What follows belongs to an exercise in optimizing a design on an open flow for small area, a short achievable clock period and few clock cycles; a production flow would make more cautious choices.
Only simulation tests tie the RTL to the original design; equivalence was not proved.
No activity file was given, so power comes from the tool's default toggle rates.

==> design/flow/design.v <==
module ALU (
    input      signed [31:0] data1_i  ,
    input      signed [31:0] data2_i  ,
    input             [ 3:0] ALUCtrl_i,
    output reg signed [31:0] data_o   ,
    output                   Zero_o
);
    wire signed [31:0] Adder_o     ;
    wire        [32:0] data1_extend;
    wire        [32:0] data2_extend;
    wire               overflow    ;
    wire               neg         ;
    assign neg = ALUCtrl_i[3] || ALUCtrl_i[2];
    assign data1_extend = {data1_i[31], data1_i};
    assign data2_extend = {data2_i[31], data2_i} ^ {33{neg}};
    assign {overflow, Adder_o} = data1_extend + data2_extend + neg;
    assign Zero_o = (data_o == 0);
    always @(*) begin
        case(ALUCtrl_i)
            4'b0000 : data_o = data1_i & data2_i;
            4'b0001  : data_o = data1_i | data2_i;
            4'b0011 : data_o = data1_i ^ data2_i;
            4'b1000 : data_o = overflow;
            4'b1001 : data_o = data1_i << data2_i[4:0];
            4'b1010 : data_o = data1_i >> data2_i[4:0];
            4'b1011 : data_o = data1_i >>> data2_i[4:0];
            default : data_o = Adder_o;
        endcase
    end
endmodule
module ALU_Control (
    input      [2:0] funct3_i ,
    input            funct7_i ,
    input      [1:0] ALUOp_i  ,
    output reg [3:0] ALUCtrl_o
);
    always @(*)
        begin
            if ({funct7_i, funct3_i, ALUOp_i} == 6'b000001)
                ALUCtrl_o = 4'b0010;  
            else if ({funct7_i, funct3_i, ALUOp_i} == 6'b100001)
                ALUCtrl_o = 4'b0110;  
            else if ({funct3_i, ALUOp_i} == 5'b00010)
                ALUCtrl_o = 4'b0010;  
            else if ({funct7_i, funct3_i, ALUOp_i} == 6'b011101)
                ALUCtrl_o = 4'b0000;  
            else if ({funct3_i, ALUOp_i} == 5'b11110)
                ALUCtrl_o = 4'b0000;  
            else if ({funct7_i, funct3_i, ALUOp_i} == 6'b011001)
                ALUCtrl_o = 4'b0001;  
            else if ({funct3_i, ALUOp_i} == 5'b11010)
                ALUCtrl_o = 4'b0001;  
            else if ({funct7_i, funct3_i, ALUOp_i} == 6'b010001)
                ALUCtrl_o = 4'b0011;  
            else if ({funct3_i, ALUOp_i} == 5'b10010)
                ALUCtrl_o = 4'b0011;  
            else if ({funct7_i, funct3_i, ALUOp_i} == 6'b000110)
                ALUCtrl_o = 4'b1001;  
            else if ({funct7_i, funct3_i, ALUOp_i} == 6'b110110)
                ALUCtrl_o = 4'b1011;  
            else if ({funct7_i, funct3_i, ALUOp_i} == 6'b010110)
                ALUCtrl_o = 4'b1010;  
            else if ({funct7_i, funct3_i, ALUOp_i} == 6'b001001)
                ALUCtrl_o = 4'b1000;  
            else if ({funct3_i, ALUOp_i} == 5'b01010)
                ALUCtrl_o = 4'b1000;  
            else if ({funct3_i, ALUOp_i} == 5'b00000)
                ALUCtrl_o = 4'b0110;  
            else
                ALUCtrl_o = 4'b0010;  
        end
endmodule
module Imm_Gen (
    input      [31:0] instruction_i,
    output reg signed [31:0] imm_o
);
    always @(*) begin
        case (instruction_i[6:0])
            7'b0000011, 7'b1100111: imm_o = {{20{instruction_i[31]}}, instruction_i[31:20]};  
            7'b0100011 : imm_o = {{20{instruction_i[31]}}, instruction_i[31:25], instruction_i[11:7]};
            7'b1100011 : imm_o = {{20{instruction_i[31]}}, instruction_i[7], instruction_i[30:25], instruction_i[11:8], 1'b0};
            7'b1101111 : imm_o = {{12{instruction_i[31]}}, instruction_i[19:12], instruction_i[20], instruction_i[30:21], 1'b0};
            default    : imm_o = {{20{instruction_i[31]}}, instruction_i[31:20]};
        endcase
    end
endmodule
module Control (
    input      [6:0] Op_i      ,
    input            NoOp_i    ,
    output reg       jalr_o    ,
    output reg       jal_o     ,
    output reg       branch_o  ,
    output reg       MemRead_o ,
    output reg       MemtoReg_o,
    output reg [1:0] ALUOp_o   ,
    output reg       MemWrite_o,
    output reg       ALUSrc_o  ,  
    output reg       RegWrite_o
);
    always @(*)
        begin
            ALUOp_o = (Op_i == 7'b0110011) ? 2'b01 : Op_i[4:3];
            if (NoOp_i)
                begin
                    jalr_o     = 0;
                    jal_o      = 0;
                    ALUOp_o    = 2'b0;
                    ALUSrc_o   = 0;
                    RegWrite_o = 0;
                    MemRead_o  = 0;
                    MemWrite_o = 0;
                    MemtoReg_o = 0;
                    branch_o   = 0;
                end
            else
                begin
                    case (Op_i)
                        7'b0110011 :
                            begin
                                jalr_o     = 0;
                                jal_o      = 0;
                                branch_o   = 0;
                                MemRead_o  = 0;
                                MemtoReg_o = 0;
                                MemWrite_o = 0;
                                ALUSrc_o   = 0;
                                RegWrite_o = 1;
                            end
                        7'b0010011 :
                            begin
                                jalr_o     = 0;
                                jal_o      = 0;
                                branch_o   = 0;
                                MemRead_o  = 0;
                                MemtoReg_o = 0;
                                MemWrite_o = 0;
                                ALUSrc_o   = 1;
                                RegWrite_o = 1;
                            end
                        7'b0100011 :
                            begin
                                jalr_o     = 0;
                                jal_o      = 0;
                                branch_o   = 0;
                                MemRead_o  = 0;
                                MemtoReg_o = 0;
                                MemWrite_o = 1;
                                ALUSrc_o   = 1;
                                RegWrite_o = 0;
                            end
                        7'b0000011 :
                            begin
                                jalr_o     = 0;
                                jal_o      = 0;
                                branch_o   = 0;
                                MemRead_o  = 1;
                                MemtoReg_o = 1;
                                MemWrite_o = 0;
                                ALUSrc_o   = 1;
                                RegWrite_o = 1;
                            end
                        7'b1100011 :
                            begin
                                jalr_o     = 0;
                                jal_o      = 0;
                                branch_o   = 1;
                                MemRead_o  = 0;
                                MemtoReg_o = 0;
                                MemWrite_o = 0;
                                ALUSrc_o   = 0;
                                RegWrite_o = 0;
                            end
                        7'b1101111 :
                            begin
                                jalr_o     = 0;
                                jal_o      = 1;
                                branch_o   = 0;
                                MemRead_o  = 0;
                                MemtoReg_o = 0;
                                MemWrite_o = 0;
                                ALUSrc_o   = 0;
                                RegWrite_o = 1;
                            end
                        7'b1100111 :
                            begin
                                jalr_o     = 1;
                                jal_o      = 0;
                                branch_o   = 0;
                                MemRead_o  = 0;
                                MemtoReg_o = 0;
                                MemWrite_o = 0;
                                ALUSrc_o   = 0;
                                RegWrite_o = 1;
                            end
                        default :
                            begin
                                jalr_o     = 0;
                                jal_o      = 0;
                                branch_o   = 0;
                                MemRead_o  = 0;
                                MemtoReg_o = 0;
                                MemWrite_o = 0;
                                ALUSrc_o   = 0;
                                RegWrite_o = 0;
                            end
                    endcase
                end
        end
endmodule
module Decompressor (
    input             PC_2    ,  
    input      [31:0] inst_raw,
    output reg [31:0] inst    ,
    output reg        compr
);
    reg [15:0] half_inst;
    always @ (*) begin
        half_inst = inst_raw[15:0];
        inst      = inst_raw;
        if (inst_raw[1:0] == 2'b11) begin  
            compr = 0;  
            inst  = inst_raw;
        end else begin
            compr = 1;  
            case ({half_inst[15:13], half_inst[1:0]})
                5'b01000 : inst = {5'b00000, half_inst[5], half_inst[12:10], half_inst[6], 2'b00, 2'b01, half_inst[9:7], 3'b010, 2'b01, half_inst[4:2], 7'b0000011};
                5'b11000 : inst = {5'b00000, half_inst[5], half_inst[12], 2'b01, half_inst[4:2], 2'b01, half_inst[9:7], 3'b010, half_inst[11:10], half_inst[6], 2'b00, 7'b0100011};
                5'b00001 : begin
                    if (half_inst[12:2] == 11'b0)
                        inst = {25'b0, 7'b0010011};
                    else inst = {{7{half_inst[12]}}, half_inst[6:2], half_inst[11:7], 3'b000, half_inst[11:7], 7'b0010011};
                end
                5'b00101 : inst = {half_inst[12], half_inst[8], half_inst[10:9], half_inst[6], half_inst[7], half_inst[2], half_inst[11], half_inst[5:3], half_inst[12], {8{half_inst[12]}}, 5'd1, 7'b1101111};
                5'b10001 : begin
                    if (half_inst[11:10] == 2'b10)
                        inst = {{7{half_inst[12]}}, half_inst[6:2], 2'b01, half_inst[9:7], 3'b111, 2'b01, half_inst[9:7], 7'b0010011};
                    else if (half_inst[12] == 1'b0 && half_inst[6:2] == 5'b0)
                        inst = 32'b0;
                    else if (half_inst[11:10] == 2'b00)
                        inst = {7'b0000000, half_inst[6:2], 2'b01, half_inst[9:7], 3'b101, 2'b01, half_inst[9:7], 7'b0010011};
                    else
                        inst = {7'b0100000, half_inst[6:2], 2'b01, half_inst[9:7], 3'b101, 2'b01, half_inst[9:7], 7'b0010011};
                end
                5'b10101 : inst = {half_inst[12], half_inst[8], half_inst[10:9], half_inst[6], half_inst[7], half_inst[2], half_inst[11], half_inst[5:3], half_inst[12], {8{half_inst[12]}}, 5'd0, 7'b1101111};
                5'b11001 : inst = {{4{half_inst[12]}}, half_inst[6], half_inst[5], half_inst[2], 5'd0, 2'b01, half_inst[9:7], 3'b000, half_inst[11], half_inst[10], half_inst[4], half_inst[3], half_inst[12], 7'b1100011};
                5'b11101 : inst = {{4{half_inst[12]}}, half_inst[6], half_inst[5], half_inst[2], 5'd0, 2'b01, half_inst[9:7], 3'b001, half_inst[11], half_inst[10], half_inst[4], half_inst[3], half_inst[12], 7'b1100011};
                5'b00010 : inst = {7'b0000000, half_inst[6:2], half_inst[11:7], 3'b001, half_inst[11:7], 7'b0010011};
                5'b10010 : begin
                    if (half_inst[6:2] == 5'd0) begin
                        if (half_inst[12] && half_inst[11:7] != 5'b0)
                            inst = {12'b0, half_inst[11:7], 3'b000, 5'd1, 7'b1100111};
                        else inst = {12'b0, half_inst[11:7], 3'b000, 5'd0, 7'b1100111};
                    end
                    else if (half_inst[11:7] != 5'b0) begin
                        if (half_inst[12] == 1'b0)
                            inst = {7'b0000000, half_inst[6:2], 5'd0, 3'b000, half_inst[11:7], 7'b0110011};
                        else inst = {7'b0000000, half_inst[6:2], half_inst[11:7], 3'b000, half_inst[11:7], 7'b0110011};
                    end
                end
                default : inst = 32'b0;
            endcase
        end
    end
endmodule
module CHIP ( clk,
              rst_n,
              mem_read_D,
              mem_write_D,
              mem_addr_D,
              mem_wdata_D,
              mem_rdata_D,
              mem_ready_D,
              mem_read_I,
              mem_write_I,
              mem_addr_I,
              mem_wdata_I,
              mem_rdata_I,
              mem_ready_I,
              DCACHE_addr,
              DCACHE_wdata,
              DCACHE_wen,
              PC
            );
input           clk, rst_n;
output          mem_read_D;
output          mem_write_D;
output  [31:4]  mem_addr_D;
output  [127:0] mem_wdata_D;
input   [127:0] mem_rdata_D;
input           mem_ready_D;
output          mem_read_I;
output          mem_write_I;
output  [31:4]  mem_addr_I;
output  [127:0] mem_wdata_I;
input   [127:0] mem_rdata_I;
input           mem_ready_I;
output  [29:0]  DCACHE_addr;
output  [31:0]  DCACHE_wdata;
output          DCACHE_wen;
output  [31:0]  PC;
    wire rst = ~rst_n;
    genvar gi, gj;
    reg  [31:0] pc;
    reg         ifid_v;
    reg         ifid_pred;      
    reg  [31:0] ifid_win;       
    reg  [31:0] ifid_pc;
    reg         ex_regwrite, ex_memtoreg, ex_memread, ex_memwrite;
    reg         ex_branch, ex_jump, ex_jalr, ex_alusrc;
    reg  [1:0]  ex_aluop;
    reg  [2:0]  ex_funct3;
    reg         ex_funct7;
    reg  [31:0] ex_rs1v, ex_rs2v, ex_imm, ex_pc;
    reg         ex_c;
    reg  [4:0]  ex_rd;
    reg         ex_fa_mem, ex_fa_wb, ex_fb_mem, ex_fb_wb;
    reg         m_regwrite, m_memtoreg, m_memread, m_memwrite;
    reg  [31:0] m_res, m_rs2v;
    reg  [13:2] m_addr;         
    reg  [4:0]  m_rd;
    reg         w_regwrite;
    reg  [4:0]  w_rd;
    reg  [31:0] w_data;
    wire        dstall;
    wire [127:0] ic_data [0:7];
    wire [6:0]   ic_tag  [0:7];
    reg  [7:0]   ic_valid;
    reg          ic_busy;
    reg  [9:0]   ic_line;           
    reg  [7:0]   ic_fsel;           
    reg          ic_rd_q;
    wire [127:0] ic_fill;
    generate
        for (gi = 0; gi < 16; gi = gi + 1) begin : g_icfill
            assign ic_fill[8*gi+7:8*gi] = mem_rdata_I[32*(gi/4) + 24 - 8*(gi%4) +: 8];
        end
    endgenerate
    wire [2:0]   f_idx  = pc[6:4];
    wire [2:0]   f_off  = pc[3:1];
    wire [6:0]   f_tag  = pc[13:7];
    wire [6:0]   f_tagp = f_tag + 7'd1;
    wire [9:0]   f_linep = pc[13:4] + 10'd1;
    wire [7:0]   l_ok;             
    wire [7:0]   l_nok;            
    wire [15:0]  l_nhw [0:7];      
    generate
        for (gi = 0; gi < 8; gi = gi + 1) begin : g_iclk
            wire vj = ic_valid[(gi+1)%8] & ~ic_fsel[(gi+1)%8];
            assign l_ok[gi]  = ic_valid[gi] & ~ic_fsel[gi] & (ic_tag[gi] == f_tag);
            assign l_nok[gi] = vj & (ic_tag[(gi+1)%8] == ((gi == 7) ? f_tagp : f_tag));
            assign l_nhw[gi] = ic_data[(gi+1)%8][15:0];
        end
    endgenerate
    wire [127:0] f_line = ic_data[f_idx];
    wire [15:0]  f_nhw  = l_nhw[f_idx];
    wire [143:0] f_ext  = {f_nhw, f_line};
    wire [31:0]  f_win  = f_ext[f_off*16 +: 32];
    wire         f_c    = (f_win[1:0] != 2'b11);
    wire         f_hit1 = l_ok[f_idx];
    wire         f_hit2 = l_nok[f_idx];
    wire         f_strad = (f_off == 3'd7) & ~f_c;
    wire         f_hit  = f_hit1 & (~f_strad | f_hit2);
    wire [9:0]   f_mline = f_hit1 ? f_linep : pc[13:4];
    wire [31:0]  pc_p2 = pc + 32'd2;
    wire [31:0]  pc_p4 = pc + 32'd4;
    reg  [1:0]   btb_v;
    reg  [12:0]  btb_tag [0:1];    
    reg  [13:0]  btb_tgt [0:1];    
    wire         f_bi   = pc[2];
    wire         f_btb  = btb_v[f_bi] & (btb_tag[f_bi] == pc[13:1]);
    wire [31:0]  f_btgt = {18'd0, btb_tgt[f_bi]};
    wire         f_live;           
    wire         f_req  = f_live & (~f_hit | (f_hit1 & ~f_hit2 & ~f_btb & (f_off >= 3'd2)));
    always @(posedge clk) begin
        if (rst) begin
            ic_busy  <= 1'b0;
            ic_rd_q  <= 1'b0;
            ic_valid <= 8'd0;
        end else if (!ic_busy) begin
            if (f_req) begin
                ic_busy <= 1'b1;
                ic_rd_q <= 1'b1;
            end
        end else if (mem_ready_I) begin
            ic_busy <= 1'b0;
            ic_rd_q <= 1'b0;
            ic_valid <= ic_valid | ic_fsel;
        end
    end
    always @(posedge clk) begin
        if (!ic_busy && f_req)
            ic_line <= f_mline;
    end
    always @(posedge clk) begin
        if (rst)
            ic_fsel <= 8'd0;
        else if (!ic_busy && f_req)
            ic_fsel <= 8'd1 << f_mline[2:0];
        else if (ic_busy && mem_ready_I)
            ic_fsel <= 8'd0;
    end
    generate
        for (gi = 0; gi < 8; gi = gi + 1) begin : g_icline
            reg [127:0] d;
            reg [6:0]   t;
            always @(posedge clk) begin
                if (ic_fsel[gi] && mem_ready_I)
                    t <= ic_line[9:3];
                if (ic_fsel[gi])
                    d <= ic_fill;
            end
            assign ic_data[gi] = d;
            assign ic_tag[gi]  = t;
        end
    endgenerate
    assign mem_read_I  = ic_rd_q;
    assign mem_write_I = 1'b0;
    assign mem_addr_I  = {18'd0, ic_line};
    assign mem_wdata_I = 128'd0;
    wire [31:0] id_inst;
    Decompressor Decompressor (
        .PC_2    (1'b0    ),
        .inst_raw(ifid_win),
        .inst    (id_inst ),
        .compr   (        )
    );
    wire        id_c = (ifid_win[1:0] != 2'b11);
    wire        c_jalr, c_jal, c_branch, c_memread, c_memtoreg, c_memwrite, c_alusrc, c_regwrite;
    wire [1:0]  c_aluop;
    Control Control (
        .Op_i      (id_inst[6:0]),
        .NoOp_i    (1'b0        ),
        .jalr_o    (c_jalr      ),
        .jal_o     (c_jal       ),
        .RegWrite_o(c_regwrite  ),
        .MemtoReg_o(c_memtoreg  ),
        .MemRead_o (c_memread   ),
        .MemWrite_o(c_memwrite  ),
        .ALUOp_o   (c_aluop     ),
        .ALUSrc_o  (c_alusrc    ),
        .branch_o  (c_branch    )
    );
    wire [31:0] id_imm;
    Imm_Gen Imm_Gen (
        .instruction_i(id_inst),
        .imm_o        (id_imm )
    );
    wire [4:0]  id_rs1 = id_inst[19:15];
    wire [4:0]  id_rs2 = id_inst[24:20];
    wire [4:0]  id_rd  = id_inst[11:7];
    wire [31:0] rf [0:31];
    wire [31:0] rf_wd = rst ? 32'd0 : w_data;
    assign rf[0] = 32'd0;
    generate
        for (gi = 1; gi < 32; gi = gi + 1) begin : g_rf
            reg [31:0] r;
            always @(posedge clk)
                if (rst || (w_regwrite && w_rd == gi))
                    r <= rf_wd;
            assign rf[gi] = r;
        end
    endgenerate
    wire [31:0] rf_r1 = rf[id_rs1];
    wire [31:0] rf_r2 = rf[id_rs2];
    wire [31:0] id_rs1v = (w_regwrite && w_rd == id_rs1 && id_rs1 != 5'd0) ? w_data : rf_r1;
    wire [31:0] id_rs2v = (w_regwrite && w_rd == id_rs2 && id_rs2 != 5'd0) ? w_data : rf_r2;
    wire        ld_stall  = ifid_v & ex_memread & (ex_rd == id_rs1 | ex_rd == id_rs2);
    wire        id_jalr   = ifid_v & c_jalr;
    wire        id_jal    = ifid_v & c_jal & ~ifid_pred & ~ld_stall;
    wire [31:0] id_cjimm  = {{21{ifid_win[12]}}, ifid_win[8], ifid_win[10:9], ifid_win[6], ifid_win[7], ifid_win[2], ifid_win[11], ifid_win[5:3], 1'b0};
    wire [31:0] id_jjimm  = {{12{ifid_win[31]}}, ifid_win[19:12], ifid_win[20], ifid_win[30:21], 1'b0};
    wire [31:0] id_cjt    = ifid_pc + id_cjimm;
    wire [31:0] id_jjt    = ifid_pc + id_jjimm;
    wire [31:0] id_jt     = id_c ? id_cjt : id_jjt;
    wire [31:0] ex_alu;
    wire        ex_taken;
    wire        ex_redirect = ex_taken | ex_jalr;
    wire [31:0] ex_jt       = ex_a + ex_imm;
    wire [31:0] ex_bt       = ex_pc + ex_imm;
    wire [31:0] ex_link     = ex_pc + (ex_c ? 32'd2 : 32'd4);
    wire [31:0] ex_target   = ex_jalr ? ex_jt : ex_bt;
    assign f_live = ~id_jal & ~id_jalr;
    wire id_fa_mem = ex_regwrite & (ex_rd != 5'd0) & (ex_rd == id_rs1);
    wire id_fb_mem = ex_regwrite & (ex_rd != 5'd0) & (ex_rd == id_rs2);
    wire id_fa_wb  = m_regwrite  & (m_rd  != 5'd0) & (m_rd  == id_rs1);
    wire id_fb_wb  = m_regwrite  & (m_rd  != 5'd0) & (m_rd  == id_rs2);
    always @(posedge clk) begin
        if (rst) begin
            pc     <= 32'd0;
            ifid_v <= 1'b0;
        end else if (!dstall) begin
            if (ex_redirect) begin
                pc     <= ex_target;
                ifid_v <= 1'b0;
            end else if (ld_stall) begin
            end else if (id_jal) begin
                pc     <= id_jt;
                ifid_v <= 1'b0;
            end else if (id_jalr) begin
                ifid_v <= 1'b0;
            end else begin
                ifid_v <= f_hit;
                if (f_hit)
                    pc <= f_btb ? f_btgt : (f_c ? pc_p2 : pc_p4);
            end
        end
    end
    always @(posedge clk) begin
        if (!dstall && !ex_redirect && !ld_stall) begin
            ifid_win  <= f_win;
            ifid_pred <= f_btb;
        end
    end
    always @(posedge clk) begin
        if (rst)
            btb_v <= 2'd0;
        else if (!dstall && !ex_redirect && id_jal)
            btb_v[ifid_pc[2]] <= 1'b1;
    end
    always @(posedge clk) begin
        if (!dstall && !ex_redirect && id_jal) begin
            btb_tag[ifid_pc[2]] <= ifid_pc[13:1];
            btb_tgt[ifid_pc[2]] <= id_jt[13:0];
        end
    end
    always @(posedge clk) begin
        if (rst)
            ifid_pc <= 32'd0;
        else if (!dstall && !ex_redirect && !ld_stall)
            ifid_pc <= pc;
    end
    wire id_go = ifid_v & ~ld_stall & ~ex_redirect;
    always @(posedge clk) begin
        if (rst) begin
            ex_regwrite <= 1'b0; ex_memtoreg <= 1'b0; ex_memread <= 1'b0; ex_memwrite <= 1'b0;
            ex_branch   <= 1'b0; ex_jump     <= 1'b0; ex_jalr    <= 1'b0;
        end else if (!dstall) begin
            ex_regwrite <= id_go & c_regwrite;
            ex_memtoreg <= id_go & c_memtoreg;
            ex_memread  <= id_go & c_memread;
            ex_memwrite <= id_go & c_memwrite;
            ex_branch   <= id_go & c_branch;
            ex_jump     <= id_go & (c_jal | c_jalr);
            ex_jalr     <= id_go & c_jalr;
        end
    end
    always @(posedge clk) begin
        if (!dstall) begin
            ex_alusrc <= c_alusrc;
            ex_aluop  <= c_aluop;
            ex_funct3 <= id_inst[14:12];
            ex_funct7 <= id_inst[30];
            ex_rs1v   <= id_rs1v;
            ex_rs2v   <= id_rs2v;
            ex_imm    <= id_imm;
            ex_pc     <= ifid_pc;
            ex_c      <= id_c;
            ex_rd     <= id_rd;
            ex_fa_mem <= id_fa_mem;
            ex_fa_wb  <= id_fa_wb & ~id_fa_mem;
            ex_fb_mem <= id_fb_mem;
            ex_fb_wb  <= id_fb_wb & ~id_fb_mem;
        end
    end
    wire [31:0] ex_a  = ex_fa_mem ? m_res : (ex_fa_wb ? w_data : ex_rs1v);
    wire [31:0] ex_bf = ex_fb_mem ? m_res : (ex_fb_wb ? w_data : ex_rs2v);
    wire [31:0] ex_b  = ex_alusrc ? ex_imm : ex_bf;
    wire [3:0]  ex_aluctl_d;
    ALU_Control ALU_Control (
        .funct3_i (ex_funct3  ),
        .funct7_i (ex_funct7  ),
        .ALUOp_i  (ex_aluop   ),
        .ALUCtrl_o(ex_aluctl_d)
    );
    wire [3:0]  ex_aluctl = ex_aluctl_d;
    ALU ALU (
        .data1_i  (ex_a     ),
        .data2_i  (ex_b     ),
        .ALUCtrl_i(ex_aluctl),
        .data_o   (ex_alu   ),
        .Zero_o   (         )
    );
    assign ex_taken = ex_branch & ((ex_a == ex_bf) ^ ex_funct3[0]);
    always @(posedge clk) begin
        if (rst) begin
            m_regwrite <= 1'b0; m_memtoreg <= 1'b0; m_memread <= 1'b0; m_memwrite <= 1'b0;
        end else if (!dstall) begin
            m_regwrite <= ex_regwrite;
            m_memtoreg <= ex_memtoreg;
            m_memread  <= ex_memread;
            m_memwrite <= ex_memwrite;
        end
    end
    always @(posedge clk) begin
        if (!dstall) begin
            m_res  <= ex_jump ? ex_link : ex_alu;
            m_addr <= ex_alu[13:2];
            m_rs2v <= ex_bf;
            m_rd   <= ex_rd;
        end
    end
    reg  [3:0]   dc_valid, dc_dirty;
    reg  [1:0]   dc_lru;             
    reg          dc_vw;              
    reg          dc_rd_q, dc_wr_q;   
    reg          dc_wbp;             
    reg  [9:0]   dc_maddr, dc_wbaddr;
    reg  [127:0] dc_wdata_q;
    wire [127:0] dc_data [0:3];      
    wire [8:0]   dc_tag  [0:3];
    wire         d_set  = m_addr[4];
    wire [8:0]   d_tag  = m_addr[13:5];
    wire [1:0]   d_word = m_addr[3:2];
    wire         d_h0   = dc_valid[{d_set,1'b0}] & (dc_tag[{d_set,1'b0}] == d_tag);
    wire         d_h1   = dc_valid[{d_set,1'b1}] & (dc_tag[{d_set,1'b1}] == d_tag);
    wire         d_hit  = d_h0 | d_h1;
    wire         d_acc  = m_memread | m_memwrite;
    assign       dstall = d_acc & ~d_hit;
    wire         d_lw    = dc_lru[d_set];
    wire [1:0]   d_vi    = {d_set, d_lw};           
    wire [1:0]   d_fi    = {d_set, dc_vw};          
    wire         d_vdirty = dc_valid[d_vi] & dc_dirty[d_vi];
    wire         d_start = dstall & ~dc_rd_q & ~dc_wbp;
    wire         d_rdone = dc_rd_q & mem_ready_D;
    wire [127:0] d_line0 = dc_data[{d_set, 1'b0}];
    wire [127:0] d_line1 = dc_data[{d_set, 1'b1}];
    wire [31:0]  d_w0 = d_line0[32*d_word +: 32];
    wire [31:0]  d_w1 = d_line1[32*d_word +: 32];
    wire [31:0]  d_word_m = d_h1 ? d_w1 : d_w0;
    wire [31:0]  d_load = {d_word_m[7:0], d_word_m[15:8], d_word_m[23:16], d_word_m[31:24]};
    wire [31:0]  d_swdata = {m_rs2v[7:0], m_rs2v[15:8], m_rs2v[23:16], m_rs2v[31:24]};
    always @(posedge clk) begin
        if (rst) begin
            dc_rd_q  <= 1'b0;
            dc_wr_q  <= 1'b0;
            dc_wbp   <= 1'b0;
            dc_valid <= 4'd0;
            dc_dirty <= 4'd0;
            dc_lru   <= 2'd0;
        end else begin
            if (d_start) begin
                dc_rd_q <= 1'b1;
                dc_valid[d_vi] <= 1'b0;
                if (d_vdirty)
                    dc_wbp <= 1'b1;
            end
            if (d_rdone) begin
                dc_rd_q <= 1'b0;
                dc_valid[d_fi] <= 1'b1;
                dc_dirty[d_fi] <= 1'b0;
                if (dc_wbp)
                    dc_wr_q <= 1'b1;
            end
            if (dc_wr_q && mem_ready_D) begin
                dc_wr_q <= 1'b0;
                dc_wbp  <= 1'b0;
            end
            if (d_acc && d_hit) begin
                dc_lru[d_set] <= ~d_h1;
                if (m_memwrite)
                    dc_dirty[{d_set, d_h1}] <= 1'b1;
            end
        end
    end
    always @(posedge clk) begin
        if (d_start) begin
            dc_vw      <= d_lw;
            dc_maddr   <= m_addr[13:4];
            dc_wbaddr  <= {dc_tag[d_vi], d_set};
            dc_wdata_q <= dc_data[d_vi];
        end else if (d_rdone) begin
            dc_maddr   <= dc_wbaddr;
        end
    end
    generate
        for (gi = 0; gi < 4; gi = gi + 1) begin : g_dcline
            reg [8:0] t;
            always @(posedge clk) begin
                if (dc_rd_q && d_fi == gi)
                    t <= d_tag;
            end
            assign dc_tag[gi] = t;
            for (gj = 0; gj < 4; gj = gj + 1) begin : g_word
                reg [31:0] d;
                always @(posedge clk) begin
                    if (dc_rd_q && d_fi == gi)
                        d <= mem_rdata_D[32*gj +: 32];
                    else if (m_memwrite && !dc_rd_q && d_set == gi/2 && ((gi%2) ? d_h1 : d_h0) && d_word == gj)
                        d <= d_swdata;
                end
                assign dc_data[gi][32*gj +: 32] = d;
            end
        end
    endgenerate
    assign mem_read_D  = dc_rd_q;
    assign mem_write_D = dc_wr_q;
    assign mem_addr_D  = {18'd0, dc_maddr};
    assign mem_wdata_D = dc_wdata_q;
    assign DCACHE_wen   = m_memwrite;
    assign DCACHE_addr  = m_res[31:2];
    assign DCACHE_wdata = d_swdata;
    always @(posedge clk) begin
        if (rst) begin
            w_regwrite <= 1'b0;
        end else if (!dstall) begin
            w_regwrite <= m_regwrite;
        end
    end
    always @(posedge clk) begin
        if (!dstall) begin
            w_rd   <= m_rd;
            w_data <= m_memtoreg ? d_load : m_res;
        end
    end
    assign PC = ifid_pc;
endmodule
==> design/flow/flow/run.sh <==
#!/bin/bash
# The standard layout (standard.sh: standard synthesis, floorplan, placement,
# CTS, routing, finish) with two changes:
#  - timing repair aims for a setup margin of 14.2 ns on the 20 ns constraint
#    instead of 0, so that the repair steps after CTS and global routing size
#    and buffer the slowest paths;
#  - the buffers that global placement puts on every input and output port are
#    sky130_fd_sc_hd__buf_4 cells.
# The make output of the whole run goes to standard_finish.log; ORFS keeps
# each step's log under orfs/logs/.
set -euo pipefail
bash standard.sh SETUP_SLACK_MARGIN=14.2 "BUFFER_PORTS_ARGS=-buffer_cell sky130_fd_sc_hd__buf_4" finish > standard_finish.log 2>&1
==> design/flow/standard.sh <==
#!/bin/bash
# synth_recipe.tcl (not shown) runs the flow's synth.tcl, then flattens the netlist and writes it again
# the make line also repeats each setting of config.mk as NAME=value (left out here)
make -C /OpenROAD-flow-scripts/flow DESIGN_CONFIG=/design/flow/config.mk WORK_HOME=/design/flow/orfs CLKGATE_MAP_FILE= SYNTH_SCRIPT=/design/flow/synth_recipe.tcl "${@:-finish}"
==> design/flow/config.mk <==
export PLATFORM = sky130hd
export DESIGN_NAME = CHIP
export DESIGN_NICKNAME = CHIP
export VERILOG_FILES = /design/flow/design.v
export SDC_FILE = /design/flow/constraint.sdc
export NUM_CORES = 4
export LEC_CHECK = 0
export ABC_CLOCK_PERIOD_IN_PS = 5000
export CAP_MARGIN = 20
export CORE_MARGIN = 2
export CORE_UTILIZATION = 55
export SLEW_MARGIN = 20
==> design/flow/constraint.sdc <==
create_clock -name core_clock -period 20.0 [get_ports {clk}]
set_input_delay 4.0000 -clock core_clock [delete_from_list [all_inputs] [get_ports {clk}]]
set_output_delay 4.0000 -clock core_clock [all_outputs]
set_load 0.01 [all_outputs]
==> results of run 1 <==
[area by class of cell]
cell class | instances | area [um^2]
Sequential cell | 3226 | 95800
Timing Repair Buffer | 894 | 7020
Clock buffer | 422 | 9040
Inverter | 166 | 662
Fill cell | 20700 | 102000
Antenna cell | 78 | 195
Tap cell | 3589 | 4490
Clock inverter | 183 | 1500
Multi-Input combinational cell | 7341 | 52500
[power breakdown]
part	total [uW]	switching (uW)	internal, uW
logic	4340	3050	1290
clock network	6140	2730	3410
registers	9000	662	8340
total	19500	6440	13000
[cells in the mapped netlist, types with 41 or more instances]
cell type / n / share of area (%)
sky130_fd_sc_hd__a21oi_1: 444 / 1.5
sky130_fd_sc_hd__xnor2_1: 231 / 1.3
sky130_fd_sc_hd__inv_1: 155 / 0.38
sky130_fd_sc_hd__nor4_1: 75 / 0.31
sky130_fd_sc_hd__a21o_1: 184 / 0.91
sky130_fd_sc_hd__xor2_1: 76 / 0.44
sky130_fd_sc_hd__or3_1: 41 / 0.17
sky130_fd_sc_hd__a221oi_1: 301 / 1.7
sky130_fd_sc_hd__mux2i_1: 357 / 2.4
sky130_fd_sc_hd__o21a_1: 70 / 0.35
sky130_fd_sc_hd__nor2_1: 496 / 1.2
sky130_fd_sc_hd__a222oi_1: 291 / 1.9
sky130_fd_sc_hd__a22o_1: 289 / 1.7
sky130_fd_sc_hd__clkbuf_1: 600 / 1.5
sky130_fd_sc_hd__mux4_2: 182 / 2.7
sky130_fd_sc_hd__mux2_2: 161 / 1.2
sky130_fd_sc_hd__buf_1: 115 / 0.29
sky130_fd_sc_hd__buf_4: 204 / 1.0
sky130_fd_sc_hd__ha_1: 170 / 1.4
sky130_fd_sc_hd__buf_2: 75 / 0.25
sky130_fd_sc_hd__a31oi_1: 60 / 0.25
sky130_fd_sc_hd__nand2_1: 1483 / 3.7
sky130_fd_sc_hd__and3_1: 41 / 0.17
sky130_fd_sc_hd__o211ai_1: 89 / 0.44
sky130_fd_sc_hd__nor3_1: 118 / 0.39
sky130_fd_sc_hd__and2_1: 65 / 0.27
sky130_fd_sc_hd__a211oi_1: 85 / 0.42
sky130_fd_sc_hd__o2111ai_1: 58 / 0.34
sky130_fd_sc_hd__o21ai_0: 410 / 1.4
sky130_fd_sc_hd__dfxtp_1: 109 / 1.4
sky130_fd_sc_hd__nand3_1: 165 / 0.55
sky130_fd_sc_hd__a22oi_1: 510 / 2.5
sky130_fd_sc_hd__edfxtp_1: 3117 / 62
sky130_fd_sc_hd__nand4_1: 185 / 0.76
sky130_fd_sc_hd__nor2b_1: 100 / 0.41
[state kept, by name, summed over array words and instances, names as in the netlist, 10 cells and up, named ones only]
register           cells
w_data                32
ifid_win              32
g_icline.t            56
g_dcline.t            36
ex_imm                21
ic_line               10
dc_wdata_q           128
btb_tgt               28
ex_rs2v               32
g_dcline.g_word.d    512
ifid_pc               32
dc_maddr              10
ex_rs1v               32
g_rf.r               992
pc                    32
ex_pc                 32
m_addr                12
g_icline.d          1024
dc_wbaddr             10
btb_tag               26
m_res                 32
m_rs2v                32
[per-layer routing]
metal | vias to the layer above | track usage (%) | part of all wire, %
met5 | - | 1.07 | 0.20
met4 | 105 | 26.7 | 7.7
met3 | 2742 | 17.9 | 16
met2 | 11100 | 62.5 | 41
met1 | 57800 | 57.1 | 34
li1 | 46400 | - | -
[cells by family after synthesis]
family,Yosys count,synth area share [%]
compound gates,3108,15.2
other cells,1,0.00248
flops,3226,63.3
buf+inv,1161,3.45
simple gates,2885,8.54
mux,700,6.27
xor+xnor,307,1.78
fa+ha+maj,174,1.46
[worst max path at each step]
stage                 startpoint        endpoint  slack (ns)
floorplan              m_addr[4]           dc_vw       13.03
global placement           rst_n  g_rf[17].r[19]       13.28
detailed placement         rst_n  g_rf[17].r[28]       13.18
CTS                 ifid_win[15]     ex_rs1v[17]       14.17
global route        ifid_win[14]     ex_rs2v[10]       14.21
finish               ifid_win[7]     ex_rs1v[16]       14.09
[worst max-delay path: cells and delay by family (launching register included)]
| kind | cells | cell delay, ns |
|---|---|---|
| AND/OR/NAND/NOR | 5 | 2.70 |
| AO/OA/AOI/OAI | 4 | 1.32 |
| buffers and inverters | 2 | 1.04 |
| flip-flops | 1 | 0.58 |
[what timing repair did]
item,4_1_cts,5_1_grt
gates resized for setup,37,46
gates cloned,1,3
endpoints found under the setup margin,281,243
pin swaps,2,7
buffers inserted,28,19
[per-stage QoR]
step	worst slack, ns	instances
2_1_floorplan	13.03	11700
3_3_place_gp	13.28	15200
3_5_place_dp	13.18	15200
4_1_cts	14.17	15800
5_1_grt	14.21	15900
6_report	14.09	15900
==> flow_results.xml, run 1 <==
<?xml version="1.0" encoding="UTF-8"?>
<metrics>
  <group name="timing">
    <metric name="layout_worst_path_cycle_share" unit="%">29.5</metric>
    <metric name="tightest_slew" unit="ns">1.31</metric>
    <metric name="skew" unit="ns">0.0812</metric>
    <metric name="setup_total_negative_slack" unit="ns">0</metric>
    <metric name="grt_setup_unrepaired" unit="">no</metric>
    <metric name="drv_slew" unit="">0</metric>
    <metric name="relSlewSlack" unit="%">12.3</metric>
    <metric name="timing.final.setup_violations" unit="">0</metric>
    <metric name="clock.fmax" unit="GHz">0.169</metric>
    <metric name="hold_ws" unit="ns">0.460</metric>
    <metric name="fin_crit" unit="ns">5.91</metric>
    <metric name="hold_viol_final" unit="">0</metric>
  </group>
  <group name="global_routing">
    <metric name="global_route_congestion_overflow_total" unit="">0</metric>
    <metric name="first_global_vias" unit="">109000</metric>
    <metric name="grt_max_degree" unit="">128</metric>
    <metric name="grt_pass1_wl" unit="um">865000</metric>
    <metric name="antenna_found_initial" unit="">97</metric>
    <metric name="grtUsageTotal" unit="%">44.3</metric>
  </group>
  <group name="logic_synthesis">
    <metric name="number_of_enable_type_register_cells_in_the_synthesized_netlist" unit="">3117</metric>
    <metric name="mappedNetlistArea" unit="um^2">151000</metric>
    <metric name="synth-seq-cells" unit="">3226</metric>
    <metric name="postSynth.asyncResetShare" unit="%">0</metric>
    <metric name="netlist_instances" unit="">11600</metric>
    <metric name="seq_area_frac_synth" unit="%">63.3</metric>
    <metric name="yosysUniqueCellTypes" unit="">96</metric>
    <metric name="yosys_warnings" unit="">6</metric>
    <metric name="ys.flop_type" unit="">sky130_fd_sc_hd__edfxtp_1</metric>
    <metric name="avgSynthCellArea" unit="um^2">13.1</metric>
  </group>
  <group name="detailed_routing">
    <metric name="detailed_route_wire_length_per_cell" unit="um">40.1</metric>
    <metric name="detail_route.vias_per_cell" unit="">7.43</metric>
    <metric name="postRouteAntennaNets" unit="">0</metric>
    <metric name="route.final.wire_length" unit="um">638000</metric>
    <metric name="drt_iter0_markers" unit="">23700</metric>
    <metric name="dr_total_vias" unit="">118000</metric>
    <metric name="drt_first_pass_iters" unit="">13</metric>
    <metric name="drc" unit="">0</metric>
  </group>
  <group name="layout">
    <metric name="final_util" unit="%">62.6</metric>
    <metric name="final_net_count" unit="">12400</metric>
    <metric name="areaGrowthSynthToFinish" unit="%">13.2</metric>
    <metric name="most_frequent_cells_in_the_layout" unit="">sky130_fd_sc_hd__edfxtp_1, sky130_fd_sc_hd__nand2_1, sky130_fd_sc_hd__buf_4</metric>
    <metric name="final_common_cell" unit="">sky130_fd_sc_hd__edfxtp_1</metric>
    <metric name="finalInstanceArea" unit="um^2">171000</metric>
    <metric name="final_layout_size_suffix_gt1_share" unit="%">16.3</metric>
  </group>
  <group name="clock_tree">
    <metric name="numCtsBuffers" unit="">338</metric>
    <metric name="clock_tree.root_cell" unit="">sky130_fd_sc_hd__clkbuf_16</metric>
    <metric name="path_clk_slew" unit="ns">0.06</metric>
    <metric name="ctsHoldBuffers" unit="">0</metric>
    <metric name="clk_latency" unit="ns">0.98</metric>
    <metric name="clock_sink_count" unit="">3226</metric>
    <metric name="cts-root-to-sink-buffers" unit="">4</metric>
    <metric name="cts_max_level" unit="">5</metric>
    <metric name="tritoncts" unit="">yes</metric>
  </group>
  <group name="die">
    <metric name="die_width" unit="um">529</metric>
    <metric name="pin_count" unit="">671</metric>
    <metric name="placeable_core_region" unit="um^2">274000</metric>
    <metric name="floorplan_die_area" unit="um^2">279000</metric>
    <metric name="fp-row-count" unit="">192</metric>
    <metric name="chipHeight" unit="um">529</metric>
    <metric name="initial_utilization" unit="%">55.3</metric>
  </group>
  <group name="worst_setup_path">
    <metric name="critical_path.max_stage_delay" unit="ns">0.82</metric>
    <metric name="timing.critical_path.slowest_stage_cell" unit="">sky130_fd_sc_hd__nor3_4</metric>
    <metric name="cp.arrival" unit="ns">6.63</metric>
    <metric name="worst_setup_path_start_kind" unit="">flip-flop</metric>
    <metric name="worstPathMaxFanout" unit="">22</metric>
    <metric name="critical_path.cell_chain" unit="">nor4_1 &gt; nand2_1 &gt; a211oi_1 &gt; o21a_1 &gt; buf_4 &gt; nand2_1 &gt; nor3_4 &gt; buf_6 &gt; a221oi_1 &gt; nand4_1 &gt; a22o_1</metric>
    <metric name="worstReg2RegStart" unit="">ifid_win[7]</metric>
    <metric name="ff2ff_setup_slack" unit="ns">14.09</metric>
    <metric name="cp.required" unit="ns">20.72</metric>
    <metric name="timing.setup.critical_path_class" unit="">flip-flop to flip-flop</metric>
    <metric name="cp-end-kind" unit="">flip-flop</metric>
    <metric name="worstRegToRegCells" unit="">11</metric>
    <metric name="worstReg2RegEnd" unit="">ex_rs1v[16]</metric>
    <metric name="critPathMostFrequentCell" unit="">sky130_fd_sc_hd__nand2_1</metric>
  </group>
  <group name="worst_hold_path">
    <metric name="min_from" unit="">dc_dirty[0]</metric>
    <metric name="worstHoldEndpoint" unit="">dc_dirty[0]</metric>
    <metric name="worst_hold_path_cell_count" unit="">2</metric>
    <metric name="hold_class" unit="">flip-flop to flip-flop</metric>
  </group>
  <group name="outcome">
    <metric name="status" unit="">timing/DRC/antenna clean</metric>
  </group>
  <group name="pwr">
    <metric name="irDropWorstVdd" unit="uV">97.0</metric>
    <metric name="power.density_cell_area" unit="nW/um^2">114</metric>
    <metric name="total_power" unit="uW">19500</metric>
    <metric name="power_leakage" unit="uW">0.0612</metric>
  </group>
  <group name="placed_design">
    <metric name="place.port_buffers" unit="">505</metric>
    <metric name="gp_congestion" unit="">1.04</metric>
    <metric name="dpl_cell_area" unit="um^2">160000</metric>
    <metric name="detailed_placement_wirelength_estimate" unit="um">392000</metric>
  </group>
  <group name="run">
    <metric name="maxCapViolCount" unit="">0</metric>
  </group>
</metrics>
Testbench counts, summed over its fixed seeds: cycles 1,310,546.
==> run 2, diff against run 1 <==
--- a/design/flow/config.mk
+++ b/design/flow/config.mk
@@ -9,4 +9,4 @@
 export CAP_MARGIN = 20
 export CORE_MARGIN = 2
-export CORE_UTILIZATION = 55
+export CORE_UTILIZATION = 62
 export SLEW_MARGIN = 20
==> flow_results.xml, run 2 <==
<?xml version="1.0" encoding="UTF-8"?>
<metrics>
  <group name="logic_synthesis">
    <metric name="number_of_enable_type_register_cells_in_the_synthesized_netlist" unit="">3117</metric>
    <metric name="synthAdderAreaFrac" unit="%">1.46</metric>
    <metric name="seq_area_frac_synth" unit="%">63.3</metric>
    <metric name="ys.flop_type" unit="">sky130_fd_sc_hd__edfxtp_1</metric>
    <metric name="post_synth_top_cells" unit="">sky130_fd_sc_hd__edfxtp_1, sky130_fd_sc_hd__nand2_1, sky130_fd_sc_hd__clkbuf_1</metric>
    <metric name="yosys_warnings" unit="">6</metric>
    <metric name="synth_largest_type_area_fraction" unit="%">61.9</metric>
    <metric name="yosysMostFrequentCell" unit="">sky130_fd_sc_hd__edfxtp_1</metric>
    <metric name="synthMuxAreaShare" unit="%">6.27</metric>
    <metric name="synthSimpleGateAreaFrac" unit="%">8.54</metric>
    <metric name="avgSynthCellArea" unit="um^2">13.1</metric>
    <metric name="mappedNetlistArea" unit="um^2">151000</metric>
    <metric name="combinational_family_with_the_most_area_after_synthesis" unit="">compound AO/OA/AOI/OAI gates</metric>
    <metric name="synth-compound-area-share" unit="%">15.2</metric>
    <metric name="synth-seq-cells" unit="">3226</metric>
    <metric name="synthXorXnorAreaFrac" unit="%">1.78</metric>
    <metric name="post_synth_main_area_contributors" unit="">sky130_fd_sc_hd__edfxtp_1, sky130_fd_sc_hd__nand2_1, sky130_fd_sc_hd__mux4_2, sky130_fd_sc_hd__a22oi_1, sky130_fd_sc_hd__mux2i_1</metric>
    <metric name="yosysUniqueCellTypes" unit="">96</metric>
    <metric name="netlist_instances" unit="">11600</metric>
    <metric name="synth_top_area_cell" unit="">sky130_fd_sc_hd__edfxtp_1</metric>
    <metric name="postSynth.asyncResetShare" unit="%">0</metric>
  </group>
  <group name="clock_tree">
    <metric name="clock_sink_count" unit="">3226</metric>
    <metric name="ctsHoldBuffers" unit="">0</metric>
    <metric name="tritoncts" unit="">yes</metric>
    <metric name="clk_latency" unit="ns">1.03</metric>
    <metric name="cts_max_level" unit="">5</metric>
    <metric name="clock_tree.root_cell" unit="">sky130_fd_sc_hd__clkbuf_16</metric>
    <metric name="numCtsBuffers" unit="">340</metric>
    <metric name="cts-root-to-sink-buffers" unit="">4</metric>
    <metric name="path_clk_slew" unit="ns">0.07</metric>
  </group>
  <group name="die">
    <metric name="die_width" unit="um">498</metric>
    <metric name="initial_utilization" unit="%">62.3</metric>
    <metric name="fp-row-count" unit="">181</metric>
    <metric name="floorplan_die_area" unit="um^2">248000</metric>
    <metric name="pin_count" unit="">671</metric>
    <metric name="placeable_core_region" unit="um^2">243000</metric>
    <metric name="chipHeight" unit="um">498</metric>
  </group>
  <group name="worst_setup_path">
    <metric name="cp.required" unit="ns">20.80</metric>
    <metric name="ff2ff_setup_slack" unit="ns">14.02</metric>
    <metric name="worst_setup_path_start_kind" unit="">flip-flop</metric>
    <metric name="cp.arrival" unit="ns">6.78</metric>
    <metric name="timing.critical_path.slowest_stage_cell" unit="">sky130_fd_sc_hd__nor3_4</metric>
    <metric name="cp-end-kind" unit="">flip-flop</metric>
    <metric name="worstPathMaxFanout" unit="">18</metric>
    <metric name="timing.setup.critical_path_class" unit="">flip-flop to flip-flop</metric>
    <metric name="critical_path.max_stage_delay" unit="ns">0.86</metric>
    <metric name="critPathMostFrequentCell" unit="">sky130_fd_sc_hd__buf_4</metric>
    <metric name="critical_path.cell_chain" unit="">or3b_1 &gt; a211oi_4 &gt; a32oi_1 &gt; o21ai_2 &gt; buf_4 &gt; nand2_2 &gt; buf_4 &gt; nor3_4 &gt; buf_4 &gt; a22o_1 &gt; a221oi_1 &gt; and3_1 &gt; nand4_1 &gt; a22o_1</metric>
  </group>
  <group name="global_routing">
    <metric name="global_route_congestion_overflow_total" unit="">0</metric>
    <metric name="first_global_vias" unit="">111000</metric>
    <metric name="antenna_found_initial" unit="">87</metric>
    <metric name="grtUsageTotal" unit="%">48.7</metric>
    <metric name="grt_max_degree" unit="">109</metric>
    <metric name="grt_pass1_wl" unit="um">853000</metric>
  </group>
  <group name="detailed_routing">
    <metric name="detail_route.vias_per_cell" unit="">7.73</metric>
    <metric name="drt_first_pass_iters" unit="">17</metric>
    <metric name="dr_total_vias" unit="">120000</metric>
    <metric name="detailed_route_wire_length_per_cell" unit="um">39.9</metric>
    <metric name="drc" unit="">0</metric>
    <metric name="postRouteAntennaNets" unit="">0</metric>
    <metric name="route.final.wire_length" unit="um">620000</metric>
    <metric name="drt_iter0_markers" unit="">25900</metric>
  </group>
  <group name="timing">
    <metric name="fin_crit" unit="ns">5.98</metric>
    <metric name="drv_slew" unit="">0</metric>
    <metric name="relSlewSlack" unit="%">13.8</metric>
    <metric name="clock.fmax" unit="GHz">0.167</metric>
    <metric name="timing.final.setup_violations" unit="">0</metric>
    <metric name="layout_worst_path_cycle_share" unit="%">29.9</metric>
    <metric name="tightest_slew" unit="ns">1.29</metric>
    <metric name="skew" unit="ns">0.133</metric>
    <metric name="hold_viol_final" unit="">0</metric>
    <metric name="setup_total_negative_slack" unit="ns">0</metric>
    <metric name="grt_setup_unrepaired" unit="">yes</metric>
    <metric name="worst_slack" unit="ns">14.02</metric>
  </group>
  <group name="pwr">
    <metric name="combinational_power_share" unit="%">22.9</metric>
    <metric name="p_switching" unit="uW">6450</metric>
    <metric name="p_int" unit="uW">13300</metric>
    <metric name="power_leakage" unit="uW">0.0614</metric>
    <metric name="irDropWorstVdd" unit="uV">98.3</metric>
    <metric name="clock_power_share" unit="%">31.9</metric>
    <metric name="power.sequential.fraction" unit="%">45.2</metric>
    <metric name="power.density_cell_area" unit="nW/um^2">115</metric>
    <metric name="switching_share" unit="%">32.7</metric>
  </group>
  <group name="layout">
    <metric name="multiInputGateArea" unit="um^2">52500</metric>
    <metric name="largest_register_ffs" unit="">1024</metric>
    <metric name="final_net_count" unit="">12400</metric>
    <metric name="finalInstanceArea" unit="um^2">171000</metric>
    <metric name="regs_by_ff_count" unit="">g_icline.d: 1024 flops, g_rf.r: 992 flops, g_dcline.g_word.d: 512 flops</metric>
    <metric name="nFillCells" unit="">16200</metric>
    <metric name="most_frequent_cells_in_the_layout" unit="">sky130_fd_sc_hd__edfxtp_1, sky130_fd_sc_hd__nand2_1, sky130_fd_sc_hd__buf_4</metric>
    <metric name="sequential_cell_area" unit="um^2">95900</metric>
    <metric name="areaGrowthSynthToFinish" unit="%">13.1</metric>
    <metric name="final_layout_size_suffix_gt1_share" unit="%">16.7</metric>
    <metric name="max_flop_register" unit="">g_icline.d</metric>
    <metric name="final_common_cell" unit="">sky130_fd_sc_hd__edfxtp_1</metric>
  </group>
  <group name="run">
    <metric name="maxCapViolCount" unit="">0</metric>
  </group>
  <group name="outcome">
    <metric name="status" unit="">timing/DRC/antenna clean</metric>
  </group>
  <group name="placed_design">
    <metric name="gp_congestion" unit="">1.03</metric>
    <metric name="detailed_placement_wirelength_estimate" unit="um">383000</metric>
    <metric name="dpl_cell_area" unit="um^2">159000</metric>
    <metric name="placement.setup.worst_slack" unit="ns">13.27</metric>
    <metric name="place.port_buffers" unit="">505</metric>
  </group>
  <group name="worst_hold_path">
    <metric name="hold_class" unit="">flip-flop to flip-flop</metric>
  </group>
</metrics>
## run 2: path summary, 6_finish.rpt
kind                                    end          from  cells after the start
worst max-delay path            ex_rs1v[11]  ifid_win[14]                     14
worst min-delay path            dc_dirty[0]   dc_dirty[0]                      2
worst max register to register  ex_rs1v[11]  ifid_win[14]                     14
worst min register to register  dc_dirty[0]   dc_dirty[0]                      2
## run 2: repair_timing
action / in CTS / in global routing
pin swaps: 5 / 1
endpoints found under the setup margin: 333 / 302
cloned: 1 / 0
buffers inserted: 55 / 19
resized for setup: 56 / 49
## run 2: power by group through the flow
| stage | combinational (uW) | sequential (uW) | clock [uW] |
|---|---|---|---|
| detailed placement | 4000 | 9060 | 0 |
| finish | 4520 | 8900 | 6290 |
| global route | 4550 | 8910 | 6500 |
| global placement | 3960 | 9060 | 0 |
| floorplan | 2290 | 8710 | 0 |
| CTS | 4190 | 8850 | 6250 |
## run 2: area by class of cell
class | count | area share [%]
flip-flops and latches | 3226 | 56.0
multi-input cells | 7340 | 30.6
clock buffers | 410 | 5.20
repair buffers | 916 | 4.19
well taps | 3202 | 2.34
clock inverters | 195 | 1.12
inverters | 166 | 0.384
diodes | 80 | 0.117
## run 2: per-layer routing
layer / global-route usage [%] / share of wire (%)
met3: 22.1 / 18
met1: 61.5 / 33
met4: 31.0 / 8.3
met5: 1.56 / 0.20
met2: 67.8 / 41
## run 2: critical path, delay by kind of cell, from the launching register on
kind / cells / cell delay [ns]
DFF: 1 / 0.62
and+or+nand+nor: 5 / 2.32
buffers and inverters: 3 / 1.43
AOI/OAI and AO/OA: 6 / 1.40
## run 2: cells by family after synthesis
kind of cell               count (synthesis)
and+or+nand+nor                         2885
xor gates and xnor gates                 307
AOI/OAI and AO/OA                       3108
other                                      1
adders and majority gates                174
DFF                                     3226
muxes                                    700
buffers and inverters                   1161
## run 2: through the flow
stage	std cells	hold slack (ns)	utilization, %	power, uW
detailed placement	14800	0.448	65.5	13100
floorplan	11700	0.429	-	11000
CTS	15400	0.456	70.2	19300
finish	15500	0.454	70.5	19700
global placement	14800	0.438	65.4	13000
global route	15500	0.483	70.4	20000
==> run 3, diff against run 2 <==
--- a/design/flow/design.v
+++ b/design/flow/design.v
@@ -301,9 +301,12 @@
     wire rst = ~rst_n;
     genvar gi, gj;
-    reg  [31:0] pc;
+    reg  [13:0] pc;             
     reg         ifid_v;
     reg         ifid_pred;      
+    reg  [6:0]  ifid_op;        
+    reg  [4:0]  ifid_rs1;       
+    reg  [4:0]  ifid_rs2;
     reg  [31:0] ifid_win;       
-    reg  [31:0] ifid_pc;
+    reg  [13:0] ifid_pc;
     reg         ex_regwrite, ex_memtoreg, ex_memread, ex_memwrite;
     reg         ex_branch, ex_jump, ex_jalr, ex_alusrc;
@@ -311,5 +314,6 @@
     reg  [2:0]  ex_funct3;
     reg         ex_funct7;
-    reg  [31:0] ex_rs1v, ex_rs2v, ex_imm, ex_pc;
+    reg  [31:0] ex_rs1v, ex_rs2v, ex_imm;
+    reg  [13:0] ex_pc;
     reg         ex_c;
     reg  [4:0]  ex_rd;
@@ -362,6 +366,6 @@
     wire         f_hit  = f_hit1 & (~f_strad | f_hit2);
     wire [9:0]   f_mline = f_hit1 ? f_linep : pc[13:4];
-    wire [31:0]  pc_p2 = pc + 32'd2;
-    wire [31:0]  pc_p4 = pc + 32'd4;
+    wire [13:0]  pc_p2 = pc + 14'd2;
+    wire [13:0]  pc_p4 = pc + 14'd4;
     reg  [1:0]   btb_v;
     reg  [12:0]  btb_tag [0:1];    
@@ -369,5 +373,12 @@
     wire         f_bi   = pc[2];
     wire         f_btb  = btb_v[f_bi] & (btb_tag[f_bi] == pc[13:1]);
-    wire [31:0]  f_btgt = {18'd0, btb_tgt[f_bi]};
+    wire [13:0]  f_btgt = btb_tgt[f_bi];
+    wire [31:0]  f_inst;
+    Decompressor Decompressor_IF (
+        .PC_2    (1'b0  ),
+        .inst_raw(f_win ),
+        .inst    (f_inst),
+        .compr   (      )
+    );
     wire         f_live;           
     wire         f_req  = f_live & (~f_hit | (f_hit1 & ~f_hit2 & ~f_btb & (f_off >= 3'd2)));
@@ -429,5 +440,5 @@
     wire [1:0]  c_aluop;
     Control Control (
-        .Op_i      (id_inst[6:0]),
+        .Op_i      (ifid_op     ),
         .NoOp_i    (1'b0        ),
         .jalr_o    (c_jalr      ),
@@ -446,6 +457,6 @@
         .imm_o        (id_imm )
     );
-    wire [4:0]  id_rs1 = id_inst[19:15];
-    wire [4:0]  id_rs2 = id_inst[24:20];
+    wire [4:0]  id_rs1 = ifid_rs1;
+    wire [4:0]  id_rs2 = ifid_rs2;
     wire [4:0]  id_rd  = id_inst[11:7];
     wire [31:0] rf [0:31];
@@ -470,14 +481,14 @@
     wire [31:0] id_cjimm  = {{21{ifid_win[12]}}, ifid_win[8], ifid_win[10:9], ifid_win[6], ifid_win[7], ifid_win[2], ifid_win[11], ifid_win[5:3], 1'b0};
     wire [31:0] id_jjimm  = {{12{ifid_win[31]}}, ifid_win[19:12], ifid_win[20], ifid_win[30:21], 1'b0};
-    wire [31:0] id_cjt    = ifid_pc + id_cjimm;
-    wire [31:0] id_jjt    = ifid_pc + id_jjimm;
-    wire [31:0] id_jt     = id_c ? id_cjt : id_jjt;
+    wire [13:0] id_cjt    = ifid_pc + id_cjimm[13:0];
+    wire [13:0] id_jjt    = ifid_pc + id_jjimm[13:0];
+    wire [13:0] id_jt     = id_c ? id_cjt : id_jjt;
     wire [31:0] ex_alu;
     wire        ex_taken;
     wire        ex_redirect = ex_taken | ex_jalr;
-    wire [31:0] ex_jt       = ex_a + ex_imm;
-    wire [31:0] ex_bt       = ex_pc + ex_imm;
-    wire [31:0] ex_link     = ex_pc + (ex_c ? 32'd2 : 32'd4);
-    wire [31:0] ex_target   = ex_jalr ? ex_jt : ex_bt;
+    wire [13:0] ex_jt       = ex_a[13:0] + ex_imm[13:0];
+    wire [13:0] ex_bt       = ex_pc + ex_imm[13:0];
+    wire [13:0] ex_link     = ex_pc + (ex_c ? 14'd2 : 14'd4);
+    wire [13:0] ex_target   = ex_jalr ? ex_jt : ex_bt;
     assign f_live = ~id_jal & ~id_jalr;
     wire id_fa_mem = ex_regwrite & (ex_rd != 5'd0) & (ex_rd == id_rs1);
@@ -487,5 +498,5 @@
     always @(posedge clk) begin
         if (rst) begin
-            pc     <= 32'd0;
+            pc     <= 14'd0;
             ifid_v <= 1'b0;
         end else if (!dstall) begin
@@ -510,4 +521,7 @@
             ifid_win  <= f_win;
             ifid_pred <= f_btb;
+            ifid_op   <= f_inst[6:0];
+            ifid_rs1  <= f_inst[19:15];
+            ifid_rs2  <= f_inst[24:20];
         end
     end
@@ -521,10 +535,10 @@
         if (!dstall && !ex_redirect && id_jal) begin
             btb_tag[ifid_pc[2]] <= ifid_pc[13:1];
-            btb_tgt[ifid_pc[2]] <= id_jt[13:0];
+            btb_tgt[ifid_pc[2]] <= id_jt;
         end
     end
     always @(posedge clk) begin
         if (rst)
-            ifid_pc <= 32'd0;
+            ifid_pc <= 14'd0;
         else if (!dstall && !ex_redirect && !ld_stall)
             ifid_pc <= pc;
@@ -594,5 +608,5 @@
     always @(posedge clk) begin
         if (!dstall) begin
-            m_res  <= ex_jump ? ex_link : ex_alu;
+            m_res  <= ex_jump ? {18'd0, ex_link} : ex_alu;
             m_addr <= ex_alu[13:2];
             m_rs2v <= ex_bf;
@@ -713,4 +727,4 @@
         end
     end
-    assign PC = ifid_pc;
+    assign PC = {18'd0, ifid_pc};
 endmodule
--- a/design/flow/config.mk
+++ b/design/flow/config.mk
@@ -9,4 +9,6 @@
 export CAP_MARGIN = 20
 export CORE_MARGIN = 2
-export CORE_UTILIZATION = 62
+export CORE_UTILIZATION = 60
+export CTS_CLUSTER_DIAMETER = 80
+export CTS_CLUSTER_SIZE = 24
 export SLEW_MARGIN = 20
==> flow_results.xml, run 3 <==
<?xml version="1.0" encoding="UTF-8"?>
<metrics>
  <group name="worst_setup_path">
    <metric name="worstSetupPathDepth" unit="">5</metric>
    <metric name="worstReg2RegEnd" unit="">btb_tgt[1][11]</metric>
    <metric name="critical_path.max_stage_delay" unit="ns">0.53</metric>
    <metric name="worstRegToRegCells" unit="">12</metric>
    <metric name="timing.critical_path.slowest_stage_cell" unit="">sky130_fd_sc_hd__buf_8</metric>
    <metric name="worstPathMaxFanout" unit="">36</metric>
    <metric name="cp_delay_by_family_top" unit="">buffers and inverters</metric>
    <metric name="cp-end-kind" unit="">flip-flop</metric>
    <metric name="timing.setup.critical_path_class" unit="">primary input to flip-flop</metric>
    <metric name="worst-path-buf-inv" unit="">4</metric>
    <metric name="critical_path.cell_chain" unit="">buf_4 &gt; buf_6 &gt; buf_8 &gt; o21ai_4 &gt; buf_4</metric>
    <metric name="critPathMostFrequentCell" unit="">sky130_fd_sc_hd__buf_4</metric>
    <metric name="ff2ff_setup_slack" unit="ns">14.26</metric>
    <metric name="worstReg2RegStart" unit="">ex_fa_wb</metric>
    <metric name="cp.required" unit="ns">20.58</metric>
    <metric name="worst_setup_path_start_kind" unit="">primary input</metric>
    <metric name="cp.arrival" unit="ns">6.38</metric>
  </group>
  <group name="logic_synthesis">
    <metric name="yosysUniqueCellTypes" unit="">109</metric>
    <metric name="avgSynthCellArea" unit="um^2">13.3</metric>
    <metric name="mappedNetlistArea" unit="um^2">149000</metric>
    <metric name="post_synth_main_area_contributors" unit="">sky130_fd_sc_hd__edfxtp_1, sky130_fd_sc_hd__nand2_1, sky130_fd_sc_hd__mux4_2, sky130_fd_sc_hd__a22oi_1, sky130_fd_sc_hd__mux2i_1</metric>
    <metric name="synth_top_area_cell" unit="">sky130_fd_sc_hd__edfxtp_1</metric>
    <metric name="yosys_warnings" unit="">6</metric>
    <metric name="synth_largest_type_area_fraction" unit="%">62.6</metric>
    <metric name="seq_area_frac_synth" unit="%">63.6</metric>
    <metric name="yosysMostFrequentCell" unit="">sky130_fd_sc_hd__edfxtp_1</metric>
    <metric name="post_synth_top_cells" unit="">sky130_fd_sc_hd__edfxtp_1, sky130_fd_sc_hd__nand2_1, sky130_fd_sc_hd__clkbuf_1</metric>
    <metric name="number_of_enable_type_register_cells_in_the_synthesized_netlist" unit="">3116</metric>
    <metric name="netlist_instances" unit="">11300</metric>
    <metric name="ys.flop_type" unit="">sky130_fd_sc_hd__edfxtp_1</metric>
    <metric name="synth-seq-cells" unit="">3189</metric>
    <metric name="postSynth.asyncResetShare" unit="%">0</metric>
  </group>
  <group name="layout">
    <metric name="most_frequent_cells_in_the_layout" unit="">sky130_fd_sc_hd__edfxtp_1, sky130_fd_sc_hd__nand2_1, sky130_fd_sc_hd__buf_4</metric>
    <metric name="final_net_count" unit="">11800</metric>
    <metric name="final_common_cell" unit="">sky130_fd_sc_hd__edfxtp_1</metric>
    <metric name="areaGrowthSynthToFinish" unit="%">8.70</metric>
    <metric name="max_flop_register" unit="">g_icline.d</metric>
    <metric name="regs_by_ff_count" unit="">g_icline.d: 1024 flops, g_rf.r: 992 flops, g_dcline.g_word.d: 512 flops</metric>
    <metric name="largest_register_ffs" unit="">1024</metric>
    <metric name="final_layout_size_suffix_gt1_share" unit="%">14.2</metric>
  </group>
  <group name="detailed_routing">
    <metric name="route.final.wire_length" unit="um">576000</metric>
    <metric name="detail_route.vias_per_cell" unit="">7.54</metric>
    <metric name="postRouteAntennaNets" unit="">0</metric>
    <metric name="dr_total_vias" unit="">112000</metric>
    <metric name="drc" unit="">0</metric>
    <metric name="detailed_route_wire_length_per_cell" unit="um">38.8</metric>
    <metric name="drt_iter0_markers" unit="">22400</metric>
    <metric name="drt_first_pass_iters" unit="">14</metric>
  </group>
  <group name="timing">
    <metric name="timing.final.setup_violations" unit="">0</metric>
    <metric name="relSlewSlack" unit="%">4.66</metric>
    <metric name="fin_crit" unit="ns">5.80</metric>
    <metric name="drv_slew" unit="">0</metric>
    <metric name="tightest_slew" unit="ns">1.42</metric>
    <metric name="worst_slack" unit="ns">14.20</metric>
    <metric name="clock.fmax" unit="GHz">0.172</metric>
    <metric name="layout_worst_path_cycle_share" unit="%">29.0</metric>
    <metric name="hold_viol_final" unit="">0</metric>
    <metric name="skew" unit="ns">0.0756</metric>
    <metric name="setup_total_negative_slack" unit="ns">0</metric>
    <metric name="grt_setup_unrepaired" unit="">no</metric>
  </group>
  <group name="clock_tree">
    <metric name="tritoncts" unit="">yes</metric>
    <metric name="clk_latency" unit="ns">0.91</metric>
    <metric name="clock_tree.root_cell" unit="">sky130_fd_sc_hd__clkbuf_16</metric>
    <metric name="clock_sink_count" unit="">3189</metric>
    <metric name="numCtsBuffers" unit="">170</metric>
    <metric name="ctsHoldBuffers" unit="">0</metric>
    <metric name="path_clk_slew" unit="ns">0.09</metric>
    <metric name="cts_max_level" unit="">4</metric>
    <metric name="cts-root-to-sink-buffers" unit="">3</metric>
  </group>
  <group name="worst_hold_path">
    <metric name="min_from" unit="">ic_valid[5]</metric>
    <metric name="hold_class" unit="">flip-flop to flip-flop</metric>
    <metric name="worst_hold_path_cell_count" unit="">2</metric>
    <metric name="worstHoldEndpoint" unit="">ic_valid[5]</metric>
  </group>
  <group name="placed_design">
    <metric name="place.port_buffers" unit="">487</metric>
    <metric name="placement.setup.worst_slack" unit="ns">12.81</metric>
    <metric name="gp_congestion" unit="">1.00</metric>
    <metric name="detailed_placement_wirelength_estimate" unit="um">351000</metric>
  </group>
  <group name="die">
    <metric name="chipHeight" unit="um">503</metric>
    <metric name="fp-row-count" unit="">183</metric>
    <metric name="initial_utilization" unit="%">60.2</metric>
    <metric name="pin_count" unit="">671</metric>
    <metric name="placeable_core_region" unit="um^2">248000</metric>
    <metric name="die_width" unit="um">503</metric>
    <metric name="floorplan_die_area" unit="um^2">253000</metric>
  </group>
  <group name="pwr">
    <metric name="power.density_cell_area" unit="nW/um^2">102</metric>
    <metric name="irDropWorstVdd" unit="uV">101</metric>
    <metric name="power_leakage" unit="uW">0.0573</metric>
    <metric name="total_power" unit="uW">16600</metric>
  </group>
  <group name="global_routing">
    <metric name="met1_layer_usage_reported_by_global_route" unit="%">58.0</metric>
    <metric name="grtUsageTotal" unit="%">44.4</metric>
    <metric name="grt_pass1_wl" unit="um">794000</metric>
    <metric name="grt_max_degree" unit="">131</metric>
    <metric name="antenna_found_initial" unit="">59</metric>
    <metric name="first_global_vias" unit="">106000</metric>
    <metric name="gr-max-usage-layer" unit="">met2</metric>
    <metric name="global_route_congestion_overflow_total" unit="">0</metric>
    <metric name="grt_util_met3" unit="%">15.3</metric>
    <metric name="gr-usage-met2" unit="%">65.0</metric>
  </group>
  <group name="run">
    <metric name="maxCapViolCount" unit="">0</metric>
  </group>
  <group name="outcome">
    <metric name="status" unit="">timing/DRC/antenna clean</metric>
  </group>
</metrics>
==> run 3: final cells by class <==
class                      count  area, um^2
fill                       18300       85800
antenna                       44         110
timing repair buffer         817        6330
inverter                     166         666
clock buffer                 197        4420
multi-input combinational   7064       50800
sequential                  3189       95100
tap                         3330        4170
clock inverter                62         843
==> run 3: how the worst max path moves through the flow <==
| stage | startpoint | endpoint | slack (ns) |
|---|---|---|---|
| floorplan | rst_n | g_rf[16].r[0] | 13.87 |
| global placement | rst_n | g_rf[22].r[13] | 12.88 |
| detailed placement | rst_n | g_rf[22].r[13] | 12.81 |
| CTS | m_res[2] | DCACHE_addr[0] | 14.20 |
| global route | pc[5] | ifid_rs2[2] | 14.20 |
| finish | rst_n | g_rf[11].r[4] | 14.20 |
==> run 3: where the power goes <==
part | internal [uW] | total, uW | switching, uW
clock network | 1690 | 3980 | 2280
logic | 1180 | 3740 | 2560
registers | 8250 | 8840 | 594
==> run 3: kinds of logic after synthesis <==
group / Yosys count / synth area share (%)
adder cells (fa/ha/maj): 139 / 1.18
AO/OA/AOI/OAI: 3114 / 15.5
AND/OR/NAND/NOR: 2713 / 8.39
multiplexers: 667 / 6.09
flip-flops: 3189 / 63.6
buffers and inverters: 1188 / 3.78
other: 1 / 0.00251
XOR/XNOR: 245 / 1.44
==> run 3: repair_timing <==
item | 4_1_cts | 5_1_grt
gates cloned | 1 | 2
resized for setup | 28 | 29
setup buffers | 9 | 12
setup endpoints to repair | 1035 | 401
pin swaps | 0 | 5
==> run 3: layer usage <==
| layer | part of all wire (%) | vias up |
|---|---|---|
| met1 | 34 | 54800 |
| met3 | 15 | 2425 |
| met4 | 7.4 | 63 |
| met5 | 0.11 | - |
| li1 | - | 44400 |
| met2 | 43 | 10300 |
==> run 3: per-stage QoR <==
stage	std cells	area, um^2	hold WS [ns]	util (%)
finish	14900	162000	0.476	65.4
global route	14800	162000	0.500	65.4
CTS	14800	162000	0.475	65.3
detailed placement	14500	157000	0.452	63.1
global placement	14500	156000	0.439	63.1
floorplan	11400	150000	0.429	-
==> run 3: worst register-to-register path: cells and delay by family, from the launching register on <==
kind / cells / cell delay [ns]
buffers and inverters: 3 / 1.32
flip-flops: 1 / 0.33
AO/OA/AOI/OAI: 2 / 0.51
multiplexers: 1 / 0.27
AND/OR/NAND/NOR: 5 / 2.27
XOR/XNOR: 1 / 0.71
Testbench counts of run 3, summed over its fixed seeds: cycles 1,310,546.
